This is an optimization exercise on Yosys and OpenROAD, whose aim is small area, a short achievable clock period and few clock cycles per item, not a production implementation. In this exercise RTL edits were held to simulation tests only and were not proved equivalent to the original.

===== design/flow/config.mk =====
export PLATFORM = sky130hd
export DESIGN_NAME = FFT_Top
export DESIGN_NICKNAME = FFT_Top
export VERILOG_FILES = /design/flow/design.v
export SDC_FILE = /design/flow/constraint.sdc
export NUM_CORES = 4
export LEC_CHECK = 0
export CAP_MARGIN = 20
export CORE_MARGIN = 2
export CORE_UTILIZATION = 40
export PLACE_DENSITY = 0.6
export SLEW_MARGIN = 20

===== design/flow/standard.sh =====
#!/bin/bash
# synth_recipe.tcl (not shown) runs the flow's synth.tcl, then flattens the netlist and writes it again
# the make line also repeats each setting of config.mk as NAME=value (left out here)
make -C /OpenROAD-flow-scripts/flow DESIGN_CONFIG=/design/flow/config.mk WORK_HOME=/design/flow/orfs CLKGATE_MAP_FILE= SYNTH_SCRIPT=/design/flow/synth_recipe.tcl "${@:-finish}"

===== design/flow/constraint.sdc =====
create_clock -name core_clock -period 10.0 [get_ports {iCLK}]
set_input_delay 2.0000 -clock core_clock [delete_from_list [all_inputs] [get_ports {iCLK}]]
set_output_delay 2.0000 -clock core_clock [all_outputs]
set_load 0.01 [all_outputs]

===== design/flow/flow/run.sh =====
#!/bin/bash
set -euo pipefail
bash standard.sh SETUP_SLACK_MARGIN=6.2 TNS_END_PERCENT=100 finish > orfs_make.log 2>&1

===== design/flow/design.v =====
`timescale 1 ns / 100 ps
module D_REG(iRSTn,
             iCLK,
             iEN,
             iCLR,
             iDATA,
             oDATA);
    parameter WL = 8;
    input	iRSTn;
    input	iCLK;
    input	iEN;
    input	iCLR;
    input	[WL-1:0] iDATA;
    output	[WL-1:0] oDATA;
    reg 	[WL-1:0] oDATA;
    always @(posedge iCLK or negedge iRSTn)
    begin
        if (~iRSTn)
        begin
            oDATA <= 0;
        end
        else if (iCLR)
        begin
            oDATA <= 0;
        end
            else if (iEN)
            begin
            oDATA	 <= iDATA;
            end
        else
        begin
            oDATA	 <= oDATA;
        end
    end
endmodule
`timescale 1 ns / 100 ps
module COUNTER_VER3	(iCLK,
                     iRSTn,
                     iEN,
                     iCLR,
                     oCNT);
parameter WL  = 8;
parameter IV  = 0;  
parameter LSB = 2;
parameter ECV = 13;  
input	       		iCLK;
input	       		iRSTn;
input	     		iCLR;
input	       		iEN;
output	[WL-1:0]	oCNT;
reg		[WL-1:0]	oCNT;
always @(negedge iRSTn or posedge iCLK)
begin
    if (~iRSTn)
    begin
        oCNT <= IV ;
    end
    else if (iCLR)
    begin
        oCNT <= IV ;
    end
        else if (iEN)
        begin
        if (oCNT[WL-1:LSB] == ECV)
        begin
            oCNT <= IV;
        end
        else
        begin
            oCNT <= oCNT+1;
        end
        end
    else
    begin
        oCNT <= oCNT;
    end
end
endmodule
`timescale 1 ns / 100 ps
module BF(iDATA1,
          iDATA2,
          oDATA_add,
          oDATA_sub);
    parameter IL = 16;
    parameter OL = IL+1;
    input	[IL-1:0] 	iDATA1;
    input	[IL-1:0] 	iDATA2;
    output	[OL-1:0] 	oDATA_add;
    output	[OL-1:0] 	oDATA_sub;
    assign oDATA_add = {iDATA1[IL-1],iDATA1} + {iDATA2[IL-1],iDATA2};
    assign oDATA_sub = {iDATA1[IL-1],iDATA1} - {iDATA2[IL-1],iDATA2};
endmodule
`timescale 1 ns / 100 ps
module CLIP(iDATA,
            oDATA);
    parameter IL = 10;  
    parameter OL = 8;  
    input  [IL-1:0] iDATA;  
    output [OL-1:0] oDATA;  
    wire   [OL-1:0] oDATA;
    assign oDATA = (iDATA[IL-1]) ?
    ((((&iDATA[IL-2:OL-1]) == 0)|((|iDATA[OL-2:0]) == 0)) ?
    ({iDATA[IL-1],{(OL-2){1'b0}},{1'b1}}) :
    ({iDATA[IL-1],iDATA[OL-2:0]})) :  
    ((|(iDATA[IL-2:OL-1])) ?
    ({iDATA[IL-1],{(OL-1){1'b1}}}) : ({iDATA[IL-1],iDATA[OL-2:0]}));
endmodule
`timescale 1 ns / 100 ps
module ROUND_2B(iDATA,
                oDATA);
    parameter IL = 10;
    parameter OL = 7;
    parameter RL = IL - OL;
    input [IL-1:0] iDATA;
    output [OL-1:0] oDATA;
    wire [1:0] sel = iDATA[RL-1:RL-2];
    assign oDATA = (iDATA[IL-1] == 0) ?
    (&iDATA[IL-2:RL-1]) ?
    (iDATA[IL-1:RL]) :
    (iDATA[IL-1:RL]+iDATA[RL-1]) :
    (sel == 2'b00 || sel == 2'b01) ?
    (iDATA[IL-1:RL]) :
    (sel == 2'b10) ?
    (iDATA[IL-1:RL]+|(iDATA[RL-2:0])) : (iDATA[IL-1:RL]+1'b1);
endmodule
`timescale 1 ns / 100 ps
module CPX_MULT(iCLK,
                iRSTn,
                iEN,
                iCLR,
                iDATA_re_1,
                iDATA_im_1,
                iDATA_re_2,
                iDATA_im_2,
                oDATA_re,
                oDATA_im);
    parameter IL1 = 9;
    parameter IL2 = 10;
    parameter OL  = IL1+IL2;
    input 				iCLK;
    input				iRSTn;
    input				iEN;
    input				iCLR;
    input	[IL1-1:0]	iDATA_re_1;
    input	[IL1-1:0]	iDATA_im_1;
    input	[IL2-1:0]	iDATA_re_2;
    input	[IL2-1:0]	iDATA_im_2;
    output	[OL-1:0]	oDATA_re, oDATA_im;
    wire	[OL-2:0]	comp_re_1, comp_im_1;
    wire	[OL-2:0]	comp_re_2, comp_im_2;
    wire	[OL-1:0]	oDATA_re_tmp;
    wire	[OL-1:0]	oDATA_im_tmp;
    wire	[OL-2:0]	D_ff_re1, D_ff_im1,D_ff_re2, D_ff_im2;
    wire	[OL-2:0] 	iDATA1_re_ext  = {{(IL2-1){iDATA_re_1[IL1-1]}}, iDATA_re_1};
    wire 	[OL-2:0] 	iDATA2_re_ext = {{(IL1-1){iDATA_re_2[IL2-1]}}, iDATA_re_2};
    wire	[OL-2:0] 	iDATA1_im_ext  = {{(IL2-1){iDATA_im_1[IL1-1]}}, iDATA_im_1};
    wire	[OL-2:0] 	iDATA2_im_ext  = {{(IL1-1){iDATA_im_2[IL2-1]}}, iDATA_im_2};
    assign	comp_re_1 = iDATA1_re_ext*iDATA2_re_ext;
    assign	comp_re_2 = iDATA1_im_ext*iDATA2_im_ext;
    assign	comp_im_1 = iDATA1_re_ext*iDATA2_im_ext;
    assign	comp_im_2 = iDATA2_re_ext*iDATA1_im_ext;
    assign	oDATA_re_tmp = {{comp_re_1[OL-2],comp_re_1}}-{{comp_re_2[OL-2],comp_re_2}};
    assign	oDATA_im_tmp = {{comp_im_1[OL-2],comp_im_1}}+{{comp_im_2[OL-2],comp_im_2}};
    D_REG#(
    .WL(OL)
    )D_FF_oDATA_RE(
    .iCLK(iCLK),
    .iRSTn(iRSTn),
    .iEN(iEN),
    .iCLR(iCLR),
    .iDATA(oDATA_re_tmp),
    .oDATA(oDATA_re)
    );
    D_REG#(
    .WL(OL)
    )D_FF_oDATA_IM(
    .iCLK(iCLK),
    .iRSTn(iRSTn),
    .iEN(iEN),
    .iCLR(iCLR),
    .iDATA(oDATA_im_tmp),
    .oDATA(oDATA_im)
    );
endmodule
`timescale 1 ns / 100 ps
module TW_ROM(twiddle_addr,
              oDATA_RE,
              oDATA_IM);
    parameter WL = 10;
    parameter WN = 3;
    parameter paraP0000 = 10'b0000000000;  
    parameter paraP3827 = 10'b0011000100;  
    parameter paraN3827 = 10'b1100111100;  
    parameter paraP7071 = 10'b0101101010;  
    parameter paraN7071 = 10'b1010010110;  
    parameter paraP9239 = 10'b0111011001;  
    parameter paraN9239 = 10'b1000100110;  
    parameter paraP1000 = 10'b0111111111;  
    parameter paraN1000 = 10'b1000000001;  
    input		[WN-1:0]		twiddle_addr;
    output		[WL-1:0] 		oDATA_RE;
    output  	[WL-1:0] 		oDATA_IM;
    reg			[WL-1:0]		oDATA_RE;
    reg			[WL-1:0]		oDATA_IM;
    always @(*)
    begin
        case(twiddle_addr)	 
            'd00:
            begin
                oDATA_RE = paraP1000;
                oDATA_IM = paraP0000;
            end
            'd01:
            begin
                oDATA_RE = paraP9239;
                oDATA_IM = paraN3827;
            end
            'd02:
            begin
                oDATA_RE = paraP7071;
                oDATA_IM = paraN7071;
            end
            'd03:
            begin
                oDATA_RE = paraP3827;
                oDATA_IM = paraN9239;
            end
            'd04:
            begin
                oDATA_RE = paraP0000;
                oDATA_IM = paraN1000;
            end
            'd05:
            begin
                oDATA_RE = paraN3827;
                oDATA_IM = paraN9239;
            end
            'd06:
            begin
                oDATA_RE = paraN7071;
                oDATA_IM = paraN7071;
            end
            'd07:
            begin
                oDATA_RE = paraN9239;
                oDATA_IM = paraN3827;
            end
            default:
            begin
                oDATA_RE = 10'b0100000000;
                oDATA_IM = 10'b0000000000;
            end
        endcase
    end
endmodule
`timescale 1 ns / 100 ps
module SINGLE_BF(iRSTn,
                 iCLK,
                 iCLR,
                 iEN,
                 STATE,
                 iDATA,
                 oEN,
                 oDATA);
    parameter	STATE0	 = 3'b000;
    parameter	STATE1	 = 3'b001;
    parameter	STATE2	 = 3'b010;
    parameter	STATE3	 = 3'b011;
    parameter	STATE4	 = 3'b100;
    parameter	CNT	 = 	16;
    parameter	IL 	 = 	16;
    parameter	OL 	 = 	16;
    parameter	TW	  = 	10;
    input 					iRSTn;
    input 					iCLK;
    input 					iCLR;
    input					iEN;
    input	[2:0]			STATE;
    input	[2*IL-1:0]		iDATA;
    output 					oEN;
    output	[2*OL-1:0]		oDATA;
    wire	[IL-1:0]		iDATA_RE = iDATA[2*IL-1:IL];
    wire	[IL-1:0]		iDATA_IM = iDATA[IL-1:0];
    wire	[IL-1:0]		iDATA_RE_D;
    wire	[IL-1:0]		iDATA_IM_D;
    wire	[IL	 :0]		oDATA_RE_HIGH;
    wire	[IL	 :0]		oDATA_RE_LOW;
    wire	[IL	 :0]		oDATA_IM_HIGH;
    wire	[IL	 :0]		oDATA_IM_LOW;
    wire	[OL-1:0]		oDATA_RE_HIGH_C;
    wire	[OL-1:0]		oDATA_IM_HIGH_C;
    wire	[2*OL-1:0]		oDATA_HIGH;
    wire					Cnt_EN;
    wire	[3:0]			oCNT;
    wire	[2:0]			TW_ADDR;
    wire	[TW-1:0]		Tw_RE;
    wire	[TW-1:0]		Tw_IM;
    wire	[IL+TW:0]		oDATA_RE_LOW_TW;
    wire	[IL+TW:0]		oDATA_IM_LOW_TW;
    wire	[OL+1:0]		oDATA_RE_LOW_R;
    wire	[OL+1:0]		oDATA_IM_LOW_R;
    wire	[OL-1:0]		oDATA_RE_LOW_C;
    wire	[OL-1:0]		oDATA_IM_LOW_C;
    wire	[2*OL-1:0]		oDATA_LOW;
    wire	[2*OL-1:0]		oDATA_TMP;
    wire                    iEN_1D;
    wire                    iEN_2D;
    D_REG#(
    .WL(IL)
    )D_REG_BF1_RE(
    .iRSTn(iRSTn),
    .iCLK(iCLK),
    .iEN(iEN||oEN),
    .iCLR(iCLR),
    .iDATA(iDATA_RE),
    .oDATA(iDATA_RE_D)
    );
    D_REG#(
    .WL(IL)
    )D_REG_BF2_IM(
    .iRSTn(iRSTn),
    .iCLK(iCLK),
    .iEN(iEN||oEN),
    .iCLR(iCLR),
    .iDATA(iDATA_IM),
    .oDATA(iDATA_IM_D)
    );
    BF#(
    .IL(IL),
    .OL(IL+1)
    )BF_RE(
    .iDATA1(iDATA_RE_D),		 
    .iDATA2(iDATA_RE),
    .oDATA_add(oDATA_RE_HIGH),		 
    .oDATA_sub(oDATA_RE_LOW)
    );
    BF#(
    .IL(IL),
    .OL(IL+1)
    )BF_IM(
    .iDATA1	(iDATA_IM_D),
    .iDATA2	(iDATA_IM),
    .oDATA_add(oDATA_IM_HIGH),
    .oDATA_sub(oDATA_IM_LOW)
    );
    CLIP#(
    .IL(IL+1),
    .OL(OL)
    )CLIP_HIGH_RE(
    .iDATA(oDATA_RE_HIGH),
    .oDATA(oDATA_RE_HIGH_C)
    );
    CLIP#(
    .IL(IL+1),
    .OL(OL)
    )CLIP_HIGH_IM(
    .iDATA(oDATA_IM_HIGH),
    .oDATA(oDATA_IM_HIGH_C)
    );
    assign	oDATA_HIGH = {oDATA_RE_HIGH_C,oDATA_IM_HIGH_C};
    D_REG#(
    .WL(1'b1)
    )U_D_REG_EN_DELAY(
    .iRSTn(iRSTn),
    .iCLK(iCLK),
    .iEN(1'b1),
    .iCLR(iCLR),
    .iDATA(iEN),
    .oDATA(Cnt_EN)
    );
    COUNTER_VER3#(
    .WL(4),
    .IV(0),
    .LSB(0),
    .ECV(CNT-1)
    )U_COUNTER_V3_WC(
    .iCLK(iCLK),
    .iRSTn(iRSTn),
    .iEN(Cnt_EN),
    .iCLR(iCLR),
    .oCNT(oCNT)
    );
    assign TW_ADDR = (STATE == STATE1) ? {oCNT[3:1]} :
    (STATE == STATE2) ? {oCNT[2:1],1'b0} :
    (STATE == STATE3) ? {oCNT[3],2'b00} :
    (STATE == STATE4) ? {3'b000} : 0;
    TW_ROM U_TW_ROM(		 
    .twiddle_addr(TW_ADDR),
    .oDATA_RE(Tw_RE),
    .oDATA_IM(Tw_IM)
    );
    CPX_MULT#(
    .IL1(IL+1),
    .IL2(10)
    )CPX_MULT_LOW(
    .iCLK(iCLK),
    .iRSTn(iRSTn),
    .iEN(iEN||oEN),
    .iCLR(iCLR),
    .iDATA_re_1(oDATA_RE_LOW),
    .iDATA_im_1(oDATA_IM_LOW),
    .iDATA_re_2(Tw_RE),
    .iDATA_im_2(Tw_IM),
    .oDATA_re(oDATA_RE_LOW_TW),
    .oDATA_im(oDATA_IM_LOW_TW)
    );
    ROUND_2B#(
    .IL(IL+11),
    .OL(IL+2)
    )ROUND_2B_LOW_RE(
    .iDATA(oDATA_RE_LOW_TW),
    .oDATA(oDATA_RE_LOW_R)
    );
    ROUND_2B#(
    .IL(IL+11),
    .OL(IL+2)
    )ROUND_2B_LOW_IM(
    .iDATA(oDATA_IM_LOW_TW),
    .oDATA(oDATA_IM_LOW_R)
    );
    CLIP#(
    .IL(IL+2),
    .OL(OL)
    )CLIP_LOW_RE(
    .iDATA(oDATA_RE_LOW_R),
    .oDATA(oDATA_RE_LOW_C)
    );
    CLIP#(
    .IL(IL+2),
    .OL(OL)
    )CLIP_LOW_IM(
    .iDATA(oDATA_IM_LOW_R),
    .oDATA(oDATA_IM_LOW_C)
    );
    assign oDATA_LOW = {oDATA_RE_LOW_C,oDATA_IM_LOW_C};
    assign	oDATA_TMP = (oCNT[0] == 1) ?
    (oDATA_HIGH) :
    (oCNT[0] == 0) ?
    (oDATA_LOW) : (16'b0);
    D_REG#(
    .WL(1)
    )D_REG_iEN_1D(
    .iRSTn(iRSTn),
    .iCLK(iCLK),
    .iEN(1'b1),
    .iCLR(iCLR),
    .iDATA(iEN),
    .oDATA(iEN_1D)
    );
    D_REG#(
    .WL(1)
    )D_REG_iEN_2D(
    .iRSTn(iRSTn),
    .iCLK(iCLK),
    .iEN(1'b1),
    .iCLR(iCLR),
    .iDATA(iEN_1D),
    .oDATA(iEN_2D)
    );
    D_REG#(
    .WL(1)
    )D_REG_iEN_3D(
    .iRSTn(iRSTn),
    .iCLK(iCLK),
    .iEN(1'b1),
    .iCLR(iCLR),
    .iDATA(iEN_2D),
    .oDATA(oEN)
    );
    D_REG#(
    .WL(2*IL)
    )D_REG_BF_OUT(
    .iRSTn(iRSTn),
    .iCLK(iCLK),
    .iEN(iEN||oEN),
    .iCLR(iCLR),
    .iDATA(oDATA_TMP),
    .oDATA(oDATA)
    );
endmodule
`timescale 1 ns / 100 ps
module MEM_R_CTRL(iRSTn,
                  iCLK,
                  iStart_INT,
                  iCLR,
                  oEN_RC,
                  oEN,
                  RADDR,
                  STATE);
    parameter	STATE0	 = 3'b000;
    parameter	STATE1	 = 3'b001;
    parameter	STATE2	 = 3'b010;
    parameter	STATE3	 = 3'b011;
    parameter	STATE4	 = 3'b100;
    parameter	STATE5	 = 3'b101;
    parameter	CNT		   = 20;
    input 				iRSTn;
    input 				iCLK;
    input 				iStart_INT;
    input 				iCLR;
    output 				oEN_RC;
    output 				oEN;
    output	[6:0]		RADDR;
    output	[2:0]		STATE;
    reg		[2:0]		current_state;
    wire	[2:0]		next_state;
    wire				Cnt_EN;
    wire	[4:0]		oCNT;
    wire				oEN_FINAL;
    always @(posedge iCLK or negedge iRSTn)
    begin
        if (~iRSTn)
        begin
            current_state <= STATE0;
        end
        else if (iCLR)
        begin
            current_state <= STATE0;
        end
        else
        begin
            current_state <= next_state;
        end
    end
    assign next_state = (current_state == STATE0) ? ((iStart_INT == 1) ? STATE1 : STATE0) :
    (current_state == STATE1) ? ((oCNT == CNT-1) ?	STATE2 : STATE1) :
    (current_state == STATE2) ? ((oCNT == CNT-1) ? STATE3 : STATE2) :
    (current_state == STATE3) ? ((oCNT == CNT-1) ? STATE4 : STATE3) :
    (current_state == STATE4) ? ((oCNT == CNT-1) ? STATE5 : STATE4) :
    (current_state == STATE5) ? ((oCNT == CNT-1) ? STATE0 : STATE5) : STATE0;
    assign Cnt_EN = (current_state == STATE0) ? 1'b0 : 1'b1 ;
    COUNTER_VER3#(
    .WL(5),
    .IV(0),
    .LSB(0),
    .ECV(CNT-1)
    )U_COUNTER_V3_WC(
    .iCLK(iCLK),
    .iRSTn(iRSTn),
    .iEN(Cnt_EN),
    .iCLR(iCLR),
    .oCNT(oCNT)
    );
    assign	oEN_RC = (current_state == STATE1) ? ((oCNT < 5'd16) ? {1'b1} : 0) :
    (current_state == STATE2) ? ((oCNT < 5'd16) ? {1'b1} : 0) :
    (current_state == STATE3) ? ((oCNT < 5'd16) ? {1'b1} : 0) :
    (current_state == STATE4) ? ((oCNT < 5'd16) ? {1'b1} : 0) :
    (current_state == STATE5) ? ((oCNT < 5'd16) ? {1'b1} : 0) : 0;
    assign	RADDR = (current_state == STATE1) ? {3'b000,{oCNT[0]},{oCNT[3]},{oCNT[2]},{oCNT[1]}} :
    (current_state == STATE2) ? {3'b001,{oCNT[3]},{oCNT[0]},{oCNT[2]},{oCNT[1]}} :
    (current_state == STATE3) ? {3'b010,{oCNT[2]},{oCNT[1]},{oCNT[0]},{oCNT[3]}} :
    (current_state == STATE4) ? {3'b011,{oCNT[3:0]}} :
    (current_state == STATE5) ? {3'b100,{oCNT[3:0]}} :	0;
    assign	oEN_FINAL = 	(current_state == STATE5)	? ((oCNT < 5'd16) ? 1'b1 : 0) : 0;
    assign	STATE = current_state;
    D_REG#(
    .WL(1)
    )D_REG_oEN(
    .iRSTn(iRSTn),
    .iCLK(iCLK),
    .iCLR(iCLR),
    .iEN(1'b1),
    .iDATA(oEN_FINAL),
    .oDATA(oEN)
    );
endmodule
`timescale 1 ns / 100 ps
module MEM_W_CTRL(iRSTn,
                  iCLK,
                  iStart_W,
                  iCLR,
                  oEN_WC,
                  WADDR);
    parameter	STATE0		 = 3'b000;
    parameter	STATE1		 = 3'b001;
    parameter	STATE2		 = 3'b010;
    parameter	STATE3		 = 3'b011;
    parameter	STATE4		 = 3'b100;
    parameter	CNT			   = 20;
    input 				iRSTn;
    input 				iCLK;
    input 				iStart_W;
    input 				iCLR;
    output 				oEN_WC;
    output	[6:0]		WADDR;
    reg		[2:0]		current_state;
    wire				Cnt_EN;
    wire	[2:0]		next_state;
    wire	[4:0]		oCNT;
    always @(posedge iCLK or negedge iRSTn)
    begin
        if (~iRSTn)
        begin
            current_state <= STATE0;
        end
        else if (iCLR)
        begin
            current_state <= STATE0;
        end
        else
        begin
            current_state <= next_state;
        end
    end
    assign next_state = (current_state == STATE0) ? ((iStart_W == 1) ? STATE1 : STATE0) :
    (current_state == STATE1) ? ((oCNT == CNT-1) ? STATE2 : STATE1) :
    (current_state == STATE2) ? ((oCNT == CNT-1) ? STATE3 : STATE2) :
    (current_state == STATE3) ? ((oCNT == CNT-1) ? STATE4 : STATE3) :
    (current_state == STATE4) ? ((oCNT == CNT-1) ? STATE0 : STATE4) : STATE0;
    assign Cnt_EN = (current_state == STATE0) ? 1'b0 : 1'b1;
    COUNTER_VER3#(
    .WL(5),
    .IV(0),
    .LSB(0),
    .ECV(CNT-1)
    )U_COUNTER_V3_WC(
    .iCLK(iCLK),
    .iRSTn(iRSTn),
    .iEN(Cnt_EN),
    .iCLR(iCLR),
    .oCNT(oCNT)
    );
    assign	oEN_WC = (current_state == STATE1) ? ((oCNT < 5'd16) ? {1'b1} : 0) :
    (current_state == STATE2) ? ((oCNT < 5'd16) ? {1'b1} : 0) :
    (current_state == STATE3) ? ((oCNT < 5'd16) ? {1'b1} : 0) :
    (current_state == STATE4) ? ((oCNT < 5'd16) ? {1'b1} : 0) : 0;
    assign	WADDR = (current_state == STATE1) ? {3'b001,{oCNT[0]},{oCNT[3]},{oCNT[2]},{oCNT[1]}} :
    (current_state == STATE2) ? {3'b010,{oCNT[3]},{oCNT[0]},{oCNT[2]},{oCNT[1]}} :
    (current_state == STATE3) ? {3'b011,{oCNT[2]},{oCNT[1]},{oCNT[0]},{oCNT[3]}} :
    (current_state == STATE4) ? {3'b100,{oCNT[3:0]}} : 0;
endmodule
`timescale 1 ns / 100 ps
module MEMORY(clka,
              ena,
              wea,
              addra,
              dina,
              clkb,
              enb,
              addrb,
              doutb);
    input           clka;
    input           ena;
    input           wea;
    input   [6:0]   addra;
    input   [31:0]  dina;
    input           clkb;
    input           enb;
    input   [6:0]   addrb;
    output  [31:0]  doutb;
    reg     [31:0]  doutb;
    reg     [31:0]  mem [0:79];
    always @(posedge clka)
    begin
        if (ena && wea)
            mem[addra] <= dina;
    end
    always @(posedge clkb)
    begin
        if (enb)
            doutb <= mem[addrb];
    end
endmodule
`timescale 1 ns / 100 ps
module FFT_Top(iRSTn,
               iCLK,
               iStart_INT,
               iCLR,
               iWR_EN,
               iWR_ADDR,
               iWR_DATA,
               oREADY,
               oEN,
               oDATA_re,
               oDATA_im);
    input               iRSTn;
    input               iCLK;
    input               iStart_INT;
    input               iCLR;
    input               iWR_EN;
    input   [3:0]       iWR_ADDR;
    input   [31:0]      iWR_DATA;
    output              oREADY;
    output              oEN;
    output  [15:0]      oDATA_re;
    output  [15:0]      oDATA_im;
    reg                 fresh;       
    reg     [3:0]       nf;          
    reg     [3:0]       fi;          
    reg     [15:0]      asg;         
    reg     [63:0]      wmap;        
    reg     [63:0]      rmap;        
    wire    [3:0]       ws;
    reg                 ir_we, ir_st;
    reg     [3:0]       ir_a;
    reg     [31:0]      ir_d;
    always @(posedge iCLK or negedge iRSTn)
    begin
        if (~iRSTn) begin
            ir_we <= 1'b0;
            ir_st <= 1'b0;
        end
        else begin
            ir_we <= iWR_EN;
            ir_st <= iStart_INT & ~iCLR;
        end
    end
    reg                 ir_rew;
    reg     [3:0]       ir_wm;
    wire                byp   = ir_we && (ir_a == iWR_ADDR);
    always @(posedge iCLK)
    begin
        ir_a   <= iWR_ADDR;
        ir_d   <= iWR_DATA;
        ir_rew <= ~iCLR & ~ir_st & (asg[iWR_ADDR] | byp);
        ir_wm  <= byp ? ws : wmap[iWR_ADDR*4 +: 4];
    end
    wire    [3:0]       wm_a  = ir_wm;
    wire                rew   = ir_rew;
    wire    [3:0]       rm_f  = fresh ? fi : rmap[fi*4 +: 4];
    assign              ws    = rew ? wm_a : nf;    
    wire    [3:0]       wm0_n = (ir_we && ir_a == 4'd0) ? ws : wmap[3:0];
    reg     [63:0]      wmap_n;
    integer             q;
    always @(*)
    begin
        wmap_n = wmap;
        if (ir_we) wmap_n[ir_a*4 +: 4] = ws;
    end
    always @(posedge iCLK or negedge iRSTn)
    begin
        if (~iRSTn) begin
            fresh <= 1'b1;
            nf    <= 4'd0;
            fi    <= 4'd1;
            asg   <= 16'd0;
        end
        else if (iCLR) begin
            fresh <= 1'b1;
            nf    <= 4'd0;
            fi    <= 4'd1;
            asg   <= 16'd0;
        end
        else if (ir_st) begin
            fresh <= 1'b0;
            nf    <= wm0_n;
            fi    <= 4'd1;
            asg   <= 16'd0;
        end
        else if (ir_we) begin
            asg[ir_a] <= 1'b1;
            if (~rew) begin
                nf <= rm_f;
                fi <= fi + 4'd1;
            end
        end
    end
    always @(posedge iCLK)
    begin
        wmap <= wmap_n;
        if (ir_st) rmap <= wmap_n;
    end
    reg     [511:0]     mem;
    genvar              g;
    generate
        for (g = 0; g < 16; g = g + 1) begin : G_MEM
            always @(posedge iCLK)
                if (ir_we && ws == g) mem[g*32 +: 32] <= ir_d;
        end
    endgenerate
    reg                 rd_act;
    reg     [3:0]       rd_t;
    always @(posedge iCLK or negedge iRSTn)
    begin
        if (~iRSTn) begin
            rd_act <= 1'b0;
            rd_t   <= 4'd0;
        end
        else if (iCLR) begin
            rd_act <= 1'b0;
            rd_t   <= 4'd0;
        end
        else if (ir_st) begin
            rd_act <= 1'b1;
            rd_t   <= 4'd0;
        end
        else if (rd_act) begin
            rd_t   <= rd_t + 4'd1;
            if (rd_t == 4'd15) rd_act <= 1'b0;
        end
    end
    reg                 rdy;
    always @(posedge iCLK or negedge iRSTn)
    begin
        if (~iRSTn) rdy <= 1'b1;
        else        rdy <= ~(ir_st & rd_act & (rd_t != 4'd15));
    end
    assign oREADY = rdy;
    wire    [3:0]       rd_t1 = rd_t + 4'd1;
    wire    [3:0]       rs_n  = ir_st ? wm0_n : rmap[rd_t1*4 +: 4];
    reg     [15:0]      rsh;         
    always @(posedge iCLK)
        rsh <= 16'd1 << rs_n;
    reg     [31:0]      rdat;
    integer             m;
    always @(*)
    begin
        rdat = 32'd0;
        for (m = 0; m < 16; m = m + 1)
            rdat = rdat | (mem[m*32 +: 32] & {32{rsh[m]}});
    end
    reg     [31:0]      fd;
    reg                 fv;
    reg     [3:0]       fidx;
    always @(posedge iCLK)
    begin
        fd   <= rdat;
        fidx <= rd_t;
    end
    always @(posedge iCLK or negedge iRSTn)
    begin
        if (~iRSTn)     fv <= 1'b0;
        else if (iCLR)  fv <= 1'b0;
        else            fv <= rd_act;
    end
    wire    [31:0]      y1, y2, y3, y4;
    wire                v1, v2, v3, v4;
    wire    [3:0]       i1, i2, i3, i4;
    SDF_S1 U_S1(.clk(iCLK), .rstn(iRSTn), .clr(iCLR), .x(fd), .xv(fv), .xi(fidx), .y(y1), .yv(v1), .yi(i1));
    SDF_S2 U_S2(.clk(iCLK), .rstn(iRSTn), .clr(iCLR), .x(y1), .xv(v1), .xi(i1), .y(y2), .yv(v2), .yi(i2));
    SDF_S3 U_S3(.clk(iCLK), .rstn(iRSTn), .clr(iCLR), .x(y2), .xv(v2), .xi(i2), .y(y3), .yv(v3), .yi(i3));
    SDF_S4 U_S4(.clk(iCLK), .rstn(iRSTn), .clr(iCLR), .x(y3), .xv(v3), .xi(i3), .y(y4), .yv(v4), .yi(i4));
    assign oEN      = v4;
    assign oDATA_re = y4[31:16];
    assign oDATA_im = y4[15:0];
endmodule
module TAGD(clk, rstn, clr, iv, ii, ov, oi);
    parameter N = 1;
    input               clk, rstn, clr;
    input               iv;
    input   [3:0]       ii;
    output  [N-1:0]     ov;          
    output  [4*N-1:0]   oi;
    reg     [N-1:0]     v;
    reg     [4*N-1:0]   t;
    always @(posedge clk or negedge rstn)
    begin
        if (~rstn)      v <= {N{1'b0}};
        else if (clr)   v <= {N{1'b0}};
        else if (N > 1) v <= {v[N-2:0], iv};
        else            v <= iv;
    end
    always @(posedge clk)
    begin
        if (N > 1) t <= {t[4*N-5:0], ii};
        else       t <= ii;
    end
    assign ov = v;
    assign oi = t;
endmodule
module SAT17(s, y);
    input   [16:0]  s;
    output  [15:0]  y;
    assign y = (s[16] != s[15]) ? (s[16] ? 16'h8001 : 16'h7fff) :
               (s[15:0] == 16'h8000) ? 16'h8001 : s[15:0];
endmodule
module SAT18(s, y);
    input   [17:0]  s;
    output  [15:0]  y;
    wire            ov = s[17] ? ~(&s[16:15]) : (|s[16:15]);
    assign y = ov ? (s[17] ? 16'h8001 : 16'h7fff) :
               (s[15:0] == 16'h8000) ? 16'h8001 : s[15:0];
endmodule
module ADDKS(a, b, ci, s, co);
    parameter N = 17;
    input   [N-1:0] a, b;
    input           ci;
    output  [N-1:0] s;
    output          co;
    reg     [N:0]   G, P, Gn, Pn;
    integer         l, i;
    always @(*)
    begin
        G = {a & b, ci};
        P = {a ^ b, 1'b0};
        for (l = 1; l < N + 1; l = l * 2) begin
            Gn = G;
            Pn = P;
            for (i = l; i < N + 1; i = i + 1) begin
                Gn[i] = G[i] | (P[i] & G[i - l]);
                Pn[i] = P[i] & P[i - l];
            end
            G = Gn;
            P = Pn;
        end
    end
    assign s  = (a ^ b) ^ G[N-1:0];
    assign co = G[N];
endmodule
module ADDBK(a, b, ci, s, co);
    parameter N = 17;
    input   [N-1:0] a, b;
    input           ci;
    output  [N-1:0] s;
    output          co;
    function integer toppow;
        input integer n;
        integer t;
        begin
            t = 1;
            while (t * 2 < n) t = t * 2;
            toppow = t;
        end
    endfunction
    localparam TOP = toppow(N + 1);
    reg     [N:0]   G, P;
    integer         l, i;
    always @(*)
    begin
        G = {a & b, ci};
        P = {a ^ b, 1'b0};
        for (l = 1; l <= TOP; l = l * 2)
            for (i = 2 * l - 1; i < N + 1; i = i + 2 * l) begin
                G[i] = G[i] | (P[i] & G[i - l]);
                P[i] = P[i] & P[i - l];
            end
        for (l = TOP / 2; l >= 1; l = l / 2)
            for (i = 3 * l - 1; i < N + 1; i = i + 2 * l) begin
                G[i] = G[i] | (P[i] & G[i - l]);
                P[i] = P[i] & P[i - l];
            end
    end
    assign s  = (a ^ b) ^ G[N-1:0];
    assign co = G[N];
endmodule
module R511(d, r);
    input   [16:0]  d;
    output  [17:0]  r;
    wire            c = d[8] & (d[16] | (|d[7:0]));
    wire            co;
    ADDKS #(.N(18)) U_A(.a({d[16], d}), .b({{10{~d[16]}}, ~d[16:9]}), .ci(~c), .s(r), .co(co));
endmodule
module BFTOP(a, b, y);
    input   [31:0]  a, b;
    output  [31:0]  y;
    wire    [16:0]  sr, si;
    wire            cr, ci;
    ADDKS #(.N(17)) U_AR(.a({a[31], a[31:16]}), .b({b[31], b[31:16]}), .ci(1'b0), .s(sr), .co(cr));
    ADDKS #(.N(17)) U_AI(.a({a[15], a[15:0]}),  .b({b[15], b[15:0]}),  .ci(1'b0), .s(si), .co(ci));
    SAT17 U_R(.s(sr), .y(y[31:16]));
    SAT17 U_I(.s(si), .y(y[15:0]));
endmodule
module BFSUB(a, b, rot, dr, di);
    input   [31:0]  a, b;
    input           rot;
    output  [16:0]  dr, di;
    wire    [15:0]  ar = a[31:16], ai = a[15:0], br = b[31:16], bi = b[15:0];
    wire    [15:0]  p1 = rot ? ai : ar;
    wire    [15:0]  q1 = rot ? bi : br;
    wire    [15:0]  p2 = rot ? br : ai;
    wire    [15:0]  q2 = rot ? ar : bi;
    wire            cr, ci;
    ADDKS #(.N(17)) U_AR(.a({p1[15], p1}), .b(~{q1[15], q1}), .ci(1'b1), .s(dr), .co(cr));
    ADDKS #(.N(17)) U_AI(.a({p2[15], p2}), .b(~{q2[15], q2}), .ci(1'b1), .s(di), .co(ci));
endmodule
module CSA27(a, b, c, s, y);
    input   [26:0]  a, b, c;
    output  [26:0]  s, y;
    wire    [26:0]  m = (a & b) | (a & c) | (b & c);
    assign s = a ^ b ^ c;
    assign y = {m[25:0], 1'b0};
endmodule
module SDF_S1(clk, rstn, clr, x, xv, xi, y, yv, yi);
    input               clk, rstn, clr;
    input   [31:0]      x;
    input               xv;
    input   [3:0]       xi;
    output  [31:0]      y;
    output              yv;
    output  [3:0]       yi;
    localparam D = 8;
    wire    [8:0]       tv;
    wire    [35:0]      ti;
    TAGD #(.N(9)) U_TAG(.clk(clk), .rstn(rstn), .clr(clr), .iv(xv), .ii(xi), .ov(tv), .oi(ti));
    wire                osel = ti[4*7+3];
    assign yv = tv[8];
    assign yi = ti[35:32];
    reg     [255:0]     sr;          
    wire    [31:0]      a = sr[255:224];
    wire                bf = xv & xi[3];
    wire    [31:0]      top;
    BFTOP U_TOP(.a(a), .b(x), .y(top));
    wire    [16:0]      dr, di;
    BFSUB U_SUB(.a(a), .b(x), .rot(xi[2]), .dr(dr), .di(di));
    reg     [16:0]      d1r, d1i;
    reg     [1:0]       k1;
    reg                 s1;
    reg     [3:0]       bp;
    always @(posedge clk)
    begin
        d1r <= dr;
        d1i <= di;
        k1  <= xi[1:0];
        s1  <= xi[0] & (xi[2] | xi[1]);      
        bp  <= {bp[2:0], bf};
    end
    wire    [17:0]      e1r = {d1r[16], d1r};
    wire    [17:0]      e1i = {d1i[16], d1i};
    wire    [17:0]      sx, sy;
    wire                cx, cy;
    ADDKS #(.N(18)) U_PX(.a(e1r), .b(e1i),  .ci(1'b0), .s(sx), .co(cx));
    ADDKS #(.N(18)) U_PY(.a(e1i), .b(~e1r), .ci(1'b1), .s(sy), .co(cy));
    wire    [17:0]      xx = (k1 == 2'd2) ? sx : e1r;
    wire    [17:0]      yy = (k1 == 2'd2) ? sy : e1i;
    reg     [18:0]      w2r, w2i;
    reg     [17:0]      v2r, v2i;
    reg                 eA2, eB2, gBr, gDr, gFr, gGr, gAi, gBi, gCi, gDi, gEi, gFi, gGi, s2;
    wire                k1_0 = (k1 == 2'd0), k1_1 = (k1 == 2'd1), k1_2 = (k1 == 2'd2), k1_3 = (k1 == 2'd3);
    always @(posedge clk)
    begin
        w2r <= k1_3 ? {yy[17], yy} : k1_2 ? {xx, 1'b0} : {xx[17], xx};
        v2r <= k1[1] ? xx : yy;
        w2i <= k1_3 ? {xx[17], xx} : k1_2 ? {yy, 1'b0} : {yy[17], yy};
        v2i <= k1[1] ? yy : xx;
        eA2 <= ~k1_2;
        eB2 <= ~k1_0;
        s2  <= s1;
        gBr <= k1[0];
        gDr <= ~k1[0];
        gFr <= k1[0];
        gGr <= ~k1[0];
        gAi <= k1_3;
        gBi <= k1[0] ^ k1_3;
        gCi <= ~k1_3;
        gDi <= ~k1[0] ^ k1_3;
        gEi <= k1_1;
        gFi <= k1[0] ^ k1_1;
        gGi <= ~k1[0] ^ k1_1;
    end
    reg     [1:0]       k2;
    always @(posedge clk)
        k2 <= k1;
    wire    [26:0]      ar_, br_, ai_, bi_;
    S1ROWS #(.PI(0)) U_RR(.w(w2r), .v(v2r), .k(k2), .s(s2), .eA(eA2), .eB(eB2),
                .gA(1'b0), .gB(gBr), .gC(1'b1), .gD(gDr), .gE(1'b0), .gF(gFr), .gG(gGr),
                .ps(ar_), .pc(br_));
    S1ROWS #(.PI(1)) U_RI(.w(w2i), .v(v2i), .k(k2), .s(s2), .eA(eA2), .eB(eB2),
                .gA(gAi), .gB(gBi), .gC(gCi), .gD(gDi), .gE(gEi), .gF(gFi), .gG(gGi),
                .ps(ai_), .pc(bi_));
    reg     [26:0]      c3rs, c3rc, c3is, c3ic;
    always @(posedge clk)
    begin
        c3rs <= ar_;
        c3rc <= br_;
        c3is <= ai_;
        c3ic <= bi_;
    end
    wire    [26:0]      qr, qi;
    wire                cqr, cqi;
    ADDKS #(.N(27)) U_QR(.a(c3rs), .b(c3rc), .ci(1'b0), .s(qr), .co(cqr));
    ADDKS #(.N(27)) U_QI(.a(c3is), .b(c3ic), .ci(1'b0), .s(qi), .co(cqi));
    reg     [17:0]      q4r, q4i;
    reg                 f4r, f4i;
    always @(posedge clk)
    begin
        q4r <= qr[26:9];
        q4i <= qi[26:9];
        f4r <= (&qr[8:0]) & ~qr[26];
        f4i <= (&qi[8:0]) & ~qi[26];
    end
    wire    [17:0]      rr, ri;
    wire                crr, cri;
    ADDKS #(.N(18)) U_FR(.a(q4r), .b(18'd0), .ci(f4r), .s(rr), .co(crr));
    ADDKS #(.N(18)) U_FI(.a(q4i), .b(18'd0), .ci(f4i), .s(ri), .co(cri));
    wire    [31:0]      bot;
    SAT18 U_CR(.s(rr), .y(bot[31:16]));
    SAT18 U_CI(.s(ri), .y(bot[15:0]));
    always @(posedge clk)
    begin
        sr[31:0]    <= x;
        sr[127:32]  <= sr[95:0];
        sr[159:128] <= bp[3] ? bot : sr[127:96];
        sr[255:160] <= sr[223:128];
    end
    reg     [31:0]      yr;
    always @(posedge clk)
        yr <= osel ? a : top;
    assign y = yr;
endmodule
module S1ROWS(w, v, k, s, eA, eB, gA, gB, gC, gD, gE, gF, gG, ps, pc);
    parameter PI = 0;
    input   [18:0]  w;
    input   [17:0]  v;
    input   [1:0]   k;
    input           s;               
    input           eA, eB;          
    input           gA, gB, gC, gD, gE, gF, gG;      
    output  [26:0]  ps, pc;
    wire    [18:0]  tA = w ^ {19{gA}}, tB = w ^ {19{gB}}, tC = w ^ {19{gC}}, tD = w ^ {19{gD}};
    wire    [17:0]  tE = v ^ {18{gE}}, tF = v ^ {18{gF}}, tG = v ^ {18{gG}};
    wire    [18:0]  uA = eA ? {~tA[18], tA[17:0]} : 19'd0;
    wire    [18:0]  uB = eB ? {~tB[18], tB[17:0]} : 19'd0;
    wire    [18:0]  uC = eB ? {~tC[18], tC[17:0]} : 19'd0;
    wire    [18:0]  uD = {~tD[18], tD[17:0]};
    wire    [17:0]  uE = eB ? {~tE[17], tE[16:0]} : 18'd0;
    wire    [17:0]  uF = eB ? {~tF[17], tF[16:0]} : 18'd0;
    wire    [17:0]  uG = eB ? {~tG[17], tG[16:0]} : 18'd0;
    wire    [26:0]  rA = {uA[17:0], 9'd0};
    wire    [26:0]  rB = {3'd0, uB, 5'd0};
    wire    [26:0]  rC = {5'd0, uC, 3'd0};
    wire    [26:0]  rD = s ? {7'd0, uD, 1'b0} : {8'd0, uD};
    wire    [26:0]  rE = {1'd0, uE, 8'd0};
    wire    [26:0]  rF = {3'd0, uF, 6'd0};
    wire    [26:0]  rG = {7'd0, uG, 2'd0};
    reg     [26:0]  rK;
    reg             fA, fB, fC, fD, fE, fF, fG, xA, xB, xE;
    always @(*)
    begin
        xA = (k != 2'd2);
        xB = (k != 2'd0);
        fA = PI ? (k == 2'd3) : 1'b0;
        fB = k[0] ^ (PI ? (k == 2'd3) : 1'b0);
        fC = PI ? (k != 2'd3) : 1'b1;
        fD = ~k[0] ^ (PI ? (k == 2'd3) : 1'b0);
        fE = PI ? (k == 2'd1) : 1'b0;
        fF = k[0] ^ (PI ? (k == 2'd1) : 1'b0);
        fG = ~k[0] ^ (PI ? (k == 2'd1) : 1'b0);
        rK = 27'd255;
        if (xA) rK = rK + (fA ? 27'd512 : 27'd0);                          
        if (xB) rK = rK + (fB ? 27'd32  : 27'd0) - 27'd8388608;            
        if (xB) rK = rK + (fC ? 27'd8   : 27'd0) - 27'd2097152;            
        if (s)  rK = rK + (fD ? 27'd2   : 27'd0) - 27'd524288;             
        else    rK = rK + (fD ? 27'd1   : 27'd0) - 27'd262144;             
        if (xB) rK = rK + (fE ? 27'd256 : 27'd0) - 27'd33554432;           
        if (xB) rK = rK + (fF ? 27'd64  : 27'd0) - 27'd8388608;            
        if (xB) rK = rK + (fG ? 27'd4   : 27'd0) - 27'd524288;             
    end
    wire    [26:0]  s1, c1, s2, c2, s3, c3, s4, c4, s5, c5, s6, c6;
    CSA27 U1(.a(rA), .b(rB), .c(rC), .s(s1), .y(c1));
    CSA27 U2(.a(rD), .b(rE), .c(rF), .s(s2), .y(c2));
    CSA27 U3(.a(s1), .b(c1), .c(s2), .s(s3), .y(c3));
    CSA27 U4(.a(c2), .b(rG), .c(rK), .s(s4), .y(c4));
    CSA27 U5(.a(s3), .b(c3), .c(s4), .s(s5), .y(c5));
    CSA27 U6(.a(s5), .b(c5), .c(c4), .s(s6), .y(c6));
    assign ps = s6;
    assign pc = c6;
endmodule
module SDF_S2(clk, rstn, clr, x, xv, xi, y, yv, yi);
    input               clk, rstn, clr;
    input   [31:0]      x;
    input               xv;
    input   [3:0]       xi;
    output  [31:0]      y;
    output              yv;
    output  [3:0]       yi;
    wire    [4:0]       tv;
    wire    [19:0]      ti;
    TAGD #(.N(5)) U_TAG(.clk(clk), .rstn(rstn), .clr(clr), .iv(xv), .ii(xi), .ov(tv), .oi(ti));
    wire                osel = ti[4*3+2];
    assign yv = tv[4];
    assign yi = ti[19:16];
    reg     [127:0]     sr;
    wire    [31:0]      a = sr[127:96];
    wire                bf = xv & xi[2];
    wire    [31:0]      top;
    BFTOP U_TOP(.a(a), .b(x), .y(top));
    wire    [16:0]      dr, di;
    BFSUB U_SUB(.a(a), .b(x), .rot(xi[1]), .dr(dr), .di(di));
    reg     [16:0]      d1r, d1i;
    reg                 w1;
    reg     [2:0]       bp;
    always @(posedge clk)
    begin
        d1r <= dr;
        d1i <= di;
        w1  <= xi[0];
        bp  <= {bp[1:0], bf};
    end
    wire    [17:0]      e1r = {d1r[16], d1r};
    wire    [17:0]      e1i = {d1i[16], d1i};
    wire    [17:0]      sx, sy;
    wire                cx, cy;
    ADDKS #(.N(18)) U_PX(.a(e1r), .b(e1i),  .ci(1'b0), .s(sx), .co(cx));
    ADDKS #(.N(18)) U_PY(.a(e1i), .b(~e1r), .ci(1'b1), .s(sy), .co(cy));
    reg     [17:0]      x2, y2;
    reg                 w2;
    always @(posedge clk)
    begin
        x2 <= w1 ? sx : e1r;
        y2 <= w1 ? sy : e1i;
        w2 <= w1;
    end
    wire    [26:0]      pr_s, pr_c, pi_s, pi_c;
    S2ROWS U_RR(.z(x2), .w(w2), .ps(pr_s), .pc(pr_c));
    S2ROWS U_RI(.z(y2), .w(w2), .ps(pi_s), .pc(pi_c));
    wire    [8:0]       lr, li;
    wire                lcr, lci;
    ADDKS #(.N(9)) U_LR(.a(pr_s[8:0]), .b(pr_c[8:0]), .ci(1'b0), .s(lr), .co(lcr));
    ADDKS #(.N(9)) U_LI(.a(pi_s[8:0]), .b(pi_c[8:0]), .ci(1'b0), .s(li), .co(lci));
    reg     [17:0]      c3rs, c3rc, c3is, c3ic;
    reg                 c3rk, c3ik;
    always @(posedge clk)
    begin
        c3rs <= pr_s[26:9];
        c3rc <= pr_c[26:9];
        c3is <= pi_s[26:9];
        c3ic <= pi_c[26:9];
        c3rk <= lcr;
        c3ik <= lci;
    end
    wire    [17:0]      qr, qi;
    wire                cqr, cqi;
    ADDKS #(.N(18)) U_QR(.a(c3rs), .b(c3rc), .ci(c3rk), .s(qr), .co(cqr));
    ADDKS #(.N(18)) U_QI(.a(c3is), .b(c3ic), .ci(c3ik), .s(qi), .co(cqi));
    wire    [31:0]      bot;
    SAT18 U_CR(.s(qr), .y(bot[31:16]));
    SAT18 U_CI(.s(qi), .y(bot[15:0]));
    always @(posedge clk)
    begin
        sr[31:0]   <= x;
        sr[95:32]  <= sr[63:0];
        sr[127:96] <= bp[2] ? bot : sr[95:64];
    end
    reg     [31:0]      yr;
    always @(posedge clk)
        yr <= osel ? a : top;
    assign y = yr;
endmodule
module S2ROWS(z, w, ps, pc);
    input   [17:0]  z;
    input           w;
    output  [26:0]  ps, pc;
    wire    [17:0]  up = {~z[17], z[16:0]};      
    wire    [17:0]  un = {z[17], ~z[16:0]};      
    wire    [26:0]  r1 = {up, 9'd0};
    wire    [26:0]  r2 = w ? {2'd0, un, 7'd0} : {9'd0, un};
    wire    [26:0]  r3 = w ? {4'd0, un, 5'd0} : 27'd0;
    wire    [26:0]  r4 = w ? {6'd0, up, 3'd0} : 27'd0;
    wire    [26:0]  r5 = w ? {8'd0, up, 1'b0} : 27'd0;
    wire    [26:0]  kw = 27'd255 - 27'd67108864 + 27'd128 - 27'd16777216
                   + 27'd32 - 27'd4194304 - 27'd1048576 - 27'd262144;
    wire    [26:0]  kn = 27'd255 - 27'd67108864 + 27'd1 - 27'd131072;
    wire    [26:0]  rk = (w ? kw : kn) + {26'd0, ~z[17]};
    wire    [26:0]  s1, c1, s2, c2, s3, c3, s4, c4;
    CSA27 U1(.a(r1), .b(r2), .c(r3), .s(s1), .y(c1));
    CSA27 U2(.a(r4), .b(r5), .c(rk), .s(s2), .y(c2));
    CSA27 U3(.a(s1), .b(c1), .c(s2), .s(s3), .y(c3));
    CSA27 U4(.a(s3), .b(c3), .c(c2), .s(s4), .y(c4));
    assign ps = s4;
    assign pc = c4;
endmodule
module SDF_S3(clk, rstn, clr, x, xv, xi, y, yv, yi);
    input               clk, rstn, clr;
    input   [31:0]      x;
    input               xv;
    input   [3:0]       xi;
    output  [31:0]      y;
    output              yv;
    output  [3:0]       yi;
    wire    [2:0]       tv;
    wire    [11:0]      ti;
    TAGD #(.N(3)) U_TAG(.clk(clk), .rstn(rstn), .clr(clr), .iv(xv), .ii(xi), .ov(tv), .oi(ti));
    wire                osel = ti[4*1+1];
    assign yv = tv[2];
    assign yi = ti[11:8];
    reg     [63:0]      sr;
    wire    [31:0]      a = sr[63:32];
    wire    [31:0]      top;
    BFTOP U_TOP(.a(a), .b(x), .y(top));
    wire    [16:0]      dr, di;
    BFSUB U_SUB(.a(a), .b(x), .rot(xi[0]), .dr(dr), .di(di));
    reg     [16:0]      d1r, d1i;
    always @(posedge clk)
    begin
        d1r <= dr;
        d1i <= di;
    end
    wire    [17:0]      mr, mi;
    R511 U_MR(.d(d1r), .r(mr));
    R511 U_MI(.d(d1i), .r(mi));
    reg     [17:0]      m2r, m2i;
    always @(posedge clk)
    begin
        m2r <= mr;
        m2i <= mi;
    end
    wire    [31:0]      bot;
    SAT18 U_CR(.s(m2r), .y(bot[31:16]));
    SAT18 U_CI(.s(m2i), .y(bot[15:0]));
    always @(posedge clk)
        sr <= {sr[31:0], x};
    reg     [31:0]      yr;
    always @(posedge clk)
        yr <= osel ? bot : top;
    assign y = yr;
endmodule
module SDF_S4(clk, rstn, clr, x, xv, xi, y, yv, yi);
    input               clk, rstn, clr;
    input   [31:0]      x;
    input               xv;
    input   [3:0]       xi;
    output  [31:0]      y;
    output              yv;
    output  [3:0]       yi;
    wire    [1:0]       tv;
    wire    [7:0]       ti;
    TAGD #(.N(2)) U_TAG(.clk(clk), .rstn(rstn), .clr(clr), .iv(xv), .ii(xi), .ov(tv), .oi(ti));
    wire                osel = ti[4*0+0];
    assign yv = tv[1];
    assign yi = ti[7:4];
    reg     [31:0]      sr;
    wire    [31:0]      a = sr;
    wire    [31:0]      top;
    BFTOP U_TOP(.a(a), .b(x), .y(top));
    wire    [16:0]      dr, di;
    BFSUB U_SUB(.a(a), .b(x), .rot(1'b0), .dr(dr), .di(di));
    reg     [16:0]      d1r, d1i;
    always @(posedge clk)
    begin
        d1r <= dr;
        d1i <= di;
    end
    wire    [17:0]      mr, mi;
    R511 U_MR(.d(d1r), .r(mr));
    R511 U_MI(.d(d1i), .r(mi));
    wire    [31:0]      bot;
    SAT18 U_CR(.s(mr), .y(bot[31:16]));
    SAT18 U_CI(.s(mi), .y(bot[15:0]));
    always @(posedge clk)
        sr <= x;
    reg     [31:0]      yr;
    always @(posedge clk)
        yr <= osel ? bot : top;
    assign y = yr;
endmodule

==> results of run 1 <==
## sequential cells by signal, indices dropped and copies added (netlist names), 19 cells and up
name          count
U_S1.yr          32
U_S1.c3is        27
U_S1.c3rc        25
U_S2.sr         128
U_S2.yr          32
U_S4.yr          32
U_S1.U_TAG.t     33
U_S1.sr         256
U_S3.yr          32
ir_d             32
U_S1.w2r         19
U_S3.sr          64
wmap             64
U_S1.c3rs        27
U_S1.w2i         19
fd               32
rmap             64
mem             512
U_S4.sr          32
U_S1.c3ic        25
## cell type report
type / instances / area, sq um
multi-input cells: 5755 / 46600
repair buffers: 160 / 1550
clock buffers: 281 / 5670
well taps: 3150 / 3940
inverters: 661 / 2480
clock inverters: 100 / 1480
diodes: 5 / 12.5
fillers: 21725 / 128000
flip-flops and latches: 1964 / 45400
## what timing repair did
item | CTS | global route
pin swaps | 1 | 18
setup endpoints to repair | 98 | 143
cloned | 0 | 3
buffers inserted | 3 | 15
gates resized for setup | 17 | 75
## worst paths after layout
kind | endpoint | start | slack [ns]
setup / recovery | U_S3.yr[21] | U_S2.yr[16] | 6.21
hold / removal | U_S2.sr[85] | U_S2.sr[53] | 0.25
setup reg to reg | U_S3.yr[21] | U_S2.yr[16] | 6.21
hold reg to reg | U_S2.sr[85] | U_S2.sr[53] | 0.25
max in group asynchronous | ir_st | iRSTn | 8.26
min in group asynchronous | ir_st | iRSTn | 1.26
## synth_stat cells (40+ instances only)
library cell	count	area share, %
xnor2_1	312	2.9
a221oi_1	152	1.4
nand3_1	120	0.63
nand4_1	68	0.45
or3_1	44	0.29
o211ai_1	54	0.43
a22o_1	135	1.2
mux4_2	58	1.4
mux2_2	109	1.3
xor2_1	324	3.0
a21o_1	84	0.66
nor2b_1	129	0.85
edfxtp_1	576	18
o21a_1	83	0.66
fa_1	321	6.8
a211oi_1	57	0.45
a21oi_1	463	2.4
clkbuf_1	251	0.99
nand2b_1	98	0.65
and3_1	51	0.34
buf_1	40	0.16
o21ai_0	332	1.7
and2_1	175	1.2
dfxtp_1	1335	28
ha_1	644	8.5
nor3_1	130	0.68
a31oi_1	65	0.43
o21bai_1	68	0.54
nand2_1	485	1.9
inv_1	660	2.6
mux2i_1	156	1.6
nor2_1	573	2.3
dfrtp_1	50	1.3
## cell families (layout without fill, tap and decap cells)
| family | count (synthesis) | after routing |
|---|---|---|
| and+or+nand+nor | 1996 | 1997 |
| DFF | 1964 | 1964 |
| AOI/OAI and AO/OA | 1814 | 1814 |
| adders and majority gates | 972 | 972 |
| buffers and inverters | 955 | 1202 |
| xor gates and xnor gates | 636 | 636 |
| muxes | 324 | 324 |
| other | 2 | 17 |
## per-layer routing
layer  part of all wire (%)  vias to the layer above  global-route usage, %
met4                    3.0                        0                   6.30
met5                      0                        -                      0
met2                     48                     1628                   33.4
met3                    4.7                      413                   2.63
li1                       -                    30697                      -
met1                     44                    31503                   26.3
## per-stage QoR
stage                     instance area (sq um)  hold WS (ns)  setup WS, ns  util (%)  std cells
final                                    107000         0.251          6.21      45.5      12076
after global routing                     107000         0.260          6.09      45.5      12072
after CTS                                107000         0.260          6.20      45.2      12053
after detailed placement                  99300         0.312          5.53      42.2      11669
after global placement                    99300         0.310          5.63      42.1      11668
after floorplan                           95100         0.310          6.28         -       8673
## worst register-to-register path, cell delays in order, from the launching register on
cell and delay, ns:
dfxtp_4 0.36, ha_4 0.17, inv_2 0.06, fa_2 0.22, nor2b_2 0.05, o31a_1 0.31, o31a_1 0.34, o22ai_2 0.21
xnor2_2 0.11, or4_1 0.50, or4_4 0.42, o41a_1 0.47, buf_4 0.17, nor2_4 0.18, nor3_1 0.10
## layout by cell type, fill, tap and decap left out, types with 71 or more instances in the layout
cell type and n:
a221oi_1 149, and2_1 175, buf_4 71, clkdlybuf4s50_1 71
nand3_1 120, ha_1 638, mux2i_1 153, a21o_1 84
o21ai_0 328, nand2_1 485, clkbuf_16 206, xor2_1 323
dfxtp_1 1311, inv_1 658, edfxtp_1 576, a22o_1 135
o21a_1 83, nor2b_1 128, nand2b_1 98, nor2_1 555
fa_1 320, xnor2_1 310, mux2_2 108, nor3_1 124
a21oi_1 458
==> results_dict.tcl, run 1 <==
set metrics [dict create \
    synth_top_family_by_area "adder cells" \
    via_per_inst 5.32 \
    synthMuxAreaShare_pct 4.32 \
    crit_buf_inv 2 \
    grt_pass1_wl_mm 376 \
    hold_path.class "reg2reg" \
    crit_type "reg2reg" \
    die_w_um 491 \
    arrival_ns 4.52 \
    core_region_area_sq_um 236000 \
    vias 64241 \
    cp_slowest_stage_delay_ns 0.49 \
    place_congestion 0.893 \
    area_growth_pct 12.8 \
    rows 178 \
    cp.depth 14 \
    detail_route.iter0.violations 4653 \
    critPathTopFamily "compound AO/OA/AOI/OAI gates" \
    grt_overflow_total 0 \
    required_ns 10.73 \
    cp-end-kind "register" \
    critical-path-slowest-cell "or4_1" \
    cts_buffer_depth 3 \
    synth-compound-area-share_pct 12.8 \
    die_area_sq_um 241000 \
    drt-total-wl_mm 244 \
    slew_viol_final 0 \
    holdBufCountCts 0 \
    syn_avg_cell_area_sq_um 11.0 \
    grt_setup_unrepaired "true" \
    io_pins 75 \
    worst_pin_slew_ns 1.17 \
    synth_xor_area_share_pct 5.86 \
    status "no timing/DRC/antenna violations" \
    die_h_um 491 \
    path_clk_slew_ns 0.06 \
    period_minus_slack_ns 3.79 \
    syn_area_sq_um 95000 \
    holdPathStages 0 \
    path_cells "ha_4 -> inv_2 -> fa_2 -> nor2b_2 -> o31a_1 -> o31a_1 -> o22ai_2 -> xnor2_2 -> or4_1 -> or4_4 -> o41a_1 -> buf_4 -> nor2_4 -> nor3_1" \
    min_period_over_period_pct 37.9 \
    tns_ns 0 \
    nets 9749 \
    syn_inst 8663 \
    postRouteAntennaNets 0 \
    synth_ff_type "dfxtp_1" \
    max_freq_mhz 264 \
    slew_headroom_pct 21.4 \
    htreeDepth 4 \
    numCtsBuffers 201 \
    setup-violations-final 0 \
    synth_seq_cells 1964 \
    max_cap_viol_count 0 \
    cts_sinks 1964 \
    synth.distinct_cells 91 \
    insertion_delay_ns 0.86 \
    initial_core_util_pct 40.3 \
    synthSimpleGateAreaFrac_pct 10.2 \
    clockRootBuffer "clkbuf_16" \
    critPathMaxFanout 5 \
    skew_ns 0.105 \
    synth_seq_area_share_pct 47.7 \
    hold_viol_final 0 \
    dr.pass1.iters 6 \
    worstSetupStartpointType "register" \
    rr_worst_depth 14 \
    synth_adder_area_share_pct 15.3 \
    grt_max_degree 93 \
    drive_above_1_share_pct 8.16 \
    synth_edf_count 576 \
    avgRoutedWirePerCell_um 20.2 \
    port_buffers 74 \
    crit_top_cell "o31a_1" \
    synth.yosys.warnings 15 \
    drcViolationCount 0 \
    grt_use_total_pct 19.8 \
    synthArstFlopShare_pct 2.70 \
    tritoncts "done" \
    antenna_found_initial 4 \
    grt_pass1_vias 64610 \
    dp_hpwl_mm 172 \
]
Testbench counts, summed over its fixed seeds: cycles 3,360, items 192.
==> run 2: changes to the inputs <==
==> design/flow/flow/run.sh (replaced) <==
#!/bin/bash
set -euo pipefail
bash standard.sh SETUP_SLACK_MARGIN=6.5 TNS_END_PERCENT=100 finish > orfs_make.log 2>&1
--- a/design/flow/config.mk
+++ b/design/flow/config.mk
@@ -8,5 +8,7 @@
 export CAP_MARGIN = 20
 export CORE_MARGIN = 2
 export CORE_UTILIZATION = 40
+export CTS_CLUSTER_DIAMETER = 180
+export CTS_CLUSTER_SIZE = 28
 export PLACE_DENSITY = 0.6
 export SLEW_MARGIN = 20
==> results_dict.tcl, run 2 <==
set metrics [dict create \
    synth_ff_type "dfxtp_1" \
    max_freq_mhz 281 \
    nets 9692 \
    synth_commonest_cells "dfxtp_1 (1335), inv_1 (660), ha_1 (644)" \
    die_w_um 491 \
    slew_headroom_pct 23.2 \
    synth.yosys.warnings 15 \
    path_clk_slew_ns 0.11 \
    fill_cells 22025 \
    tns_ns 0 \
    arrival_ns 4.22 \
    avgRoutedWirePerCell_um 20.4 \
    grt_util_met3_pct 2.16 \
    numCtsBuffers 80 \
    place_congestion 0.898 \
    dr.pass1.iters 5 \
    regMostFlops "mem" \
    synth.most_common_cell "dfxtp_1" \
    skew_ns 0.0778 \
    timing.rr.start "U_S3.sr[48]" \
    syn_area_sq_um 95000 \
    fin_util_pct 44.0 \
    critPathMaxFanout 5 \
    grt_use_total_pct 19.5 \
    via_per_inst 5.34 \
    synth_xor_area_share_pct 5.86 \
    synth_top_family_by_area "adder cells" \
    dp_hpwl_mm 170 \
    htreeDepth 3 \
    synth_seq_area_share_pct 47.7 \
    grt_pass1_vias 63676 \
    synthSimpleGateAreaFrac_pct 10.2 \
    cp-end-kind "register" \
    synth-compound-area-share_pct 12.8 \
    min-delay-start "U_S2.sr[59]" \
    ys_top_cells_by_area "dfxtp_1 (28%), edfxtp_1 (18%), ha_1 (8.5%), fa_1 (6.8%), xor2_1 (3.0%)" \
    rows 178 \
    io_pins 75 \
    use_met1_pct 26.1 \
    final_common_cell "dfxtp_1" \
    final_cell_area_sq_um 104000 \
    required_ns 10.67 \
    synth_edf_count 576 \
    busiest_layer "met2" \
    worstSetupStartpointType "register" \
    hold_viol_final 0 \
    slew_viol_final 0 \
    status "no timing/DRC/antenna violations" \
    period_minus_slack_ns 3.55 \
    final_cell_mix "dfxtp_1 (1276), inv_1 (656), ha_1 (632)" \
    port_buffers 74 \
    grt_overflow_total 0 \
    initial_core_util_pct 40.3 \
    tritoncts "done" \
    drcViolationCount 0 \
    min_period_over_period_pct 35.5 \
    grtUsageMet2_pct 33.2 \
    postRouteAntennaNets 0 \
    synth_seq_cells 1964 \
    synthArstFlopShare_pct 2.70 \
    max_cap_viol_count 0 \
    drt-total-wl_mm 243 \
    largest_reg_flops 512 \
    die_h_um 491 \
    hold_path.class "reg2reg" \
    detail_route.iter0.violations 4573 \
    insertion_delay_ns 0.79 \
    synth_top_area_cell "dfxtp_1" \
    vias 63412 \
    cts_buffer_depth 3 \
    area_growth_pct 9.10 \
    grt_pass1_wl_mm 372 \
    grt_max_degree 93 \
    antenna_found_initial 6 \
    core_region_area_sq_um 236000 \
    clockRootBuffer "clkbuf_16" \
    syn_avg_cell_area_sq_um 11.0 \
    critPathLaunch "U_S3.sr[48]" \
    worst_pin_slew_ns 1.15 \
    synth.distinct_cells 91 \
    drive_above_1_share_pct 7.92 \
    grt_setup_unrepaired "true" \
    placed_area_sq_um 99300 \
    biggestRegsByFlops "mem: 512 flops, U_S1.sr: 256 flops, U_S2.sr: 128 flops" \
    cts_sinks 1964 \
    setup-violations-final 0 \
    synth_top_cell_area_share_pct 28.1 \
    crit_type "reg2reg" \
    syn_inst 8663 \
    die_area_sq_um 241000 \
    synthMuxAreaShare_pct 4.32 \
    synth_adder_area_share_pct 15.3 \
]
[run 2: cell counts after synthesis]
Identical to the previous run, type by type.
[run 2: final cells by class]
class	count	area [sq um]	area share (%)
Antenna cell	5	12.5	0.0121
Clock buffer	116	2140	2.06
Clock inverter	8	195	0.188
Inverter	661	2490	2.40
Multi-Input combinational cell	5757	47300	45.6
Sequential cell	1964	45500	43.9
Tap cell	3150	3940	3.80
Timing Repair Buffer	222	2120	2.05
[run 2: final timing paths]
path	depth (start not counted)	endpoint	slack, ns
min	0	U_S2.sr[91]	0.31
max in group asynchronous	2	nf[2]	8.18
max reg2reg	14	U_S3.yr[24]	6.45
max	14	U_S3.yr[24]	6.45
min reg2reg	0	U_S2.sr[91]	0.31
min in group asynchronous	2	ir_st	1.32
[run 2: kinds of logic (layout without fill, tap and decap cells)]
| group | count (synthesis) | count (layout) |
|---|---|---|
| mux | 324 | 324 |
| other cells | 2 | 17 |
| compound gates | 1814 | 1816 |
| simple gates | 1996 | 1997 |
| flops | 1964 | 1964 |
| buf+inv | 955 | 1007 |
| xor+xnor | 636 | 636 |
| fa+ha+maj | 972 | 972 |
[run 2: metrics by stage]
stage,hold slack [ns],std cells,setup slack [ns]
final,0.309,11883,6.45
after global placement,0.310,11668,5.28
after detailed placement,0.312,11669,5.36
after CTS,0.295,11825,6.41
after global routing,0.308,11880,6.33
after floorplan,0.310,8673,6.51
[run 2: what timing repair did]
item                                    CTS  global route
setup buffers                            29            46
endpoints found under the setup margin  273           227
gates cloned                              3             7
gates resized for setup                 154           180
endpoints found under the hold margin     0             0
hold buffers                              0             0
pin swaps                                16            52
[run 2: critical path, stage by stage, from the launching register on]
cell     delay [ns]
dfxtp_4        0.37
ha_4           0.16
inv_2          0.05
fa_2           0.21
nor2b_2        0.05
o31a_1         0.31
o31a_1         0.29
o22ai_2        0.16
xnor2_1        0.10
or4_1          0.50
or4_1          0.42
o41a_1         0.38
buf_4          0.16
nor2_4         0.18
nor3_1         0.10
[run 2: metal layers]
metal | share of wire, % | up-vias
li1 | - | 30435
met1 | 44 | 31153
met2 | 48 | 1475
met3 | 4.3 | 347
met4 | 3.2 | 2
met5 | 0.0058 | -

## afterwards: timing with drivers on the ports
The results above use ideal ports. As a check the final layouts listed here were re-extracted and re-timed, cells and wires unchanged.
Step 1 assumes that a clkbuf_16 drives the clock port and a buf_2 every other input.
Step 2 adds t to the input delays and takes it off the output delays; t is the mean of the earliest and latest rising clock arrival at the registers after step 1. Input paths then give back, and output paths get back, about the clock's delay inside the block.
a / b / c = no drivers / after step 1 / after step 2; a / b = the first two.
run | t, ns | setup slack, ns | hold WS [ns]
run 1 | 0.911 | 6.210 / 6.188 / 5.554 | 0.251 / 0.251 / 0.251
run 2 | 0.834 | 6.446 / 6.446 / 5.842 | 0.309 / 0.309 / 0.309
After both steps setup and hold are still met in every run listed. For run 1, which loses most, drivers alone change the setup slack by -0.022 ns; drivers and shift together by -0.656 ns.
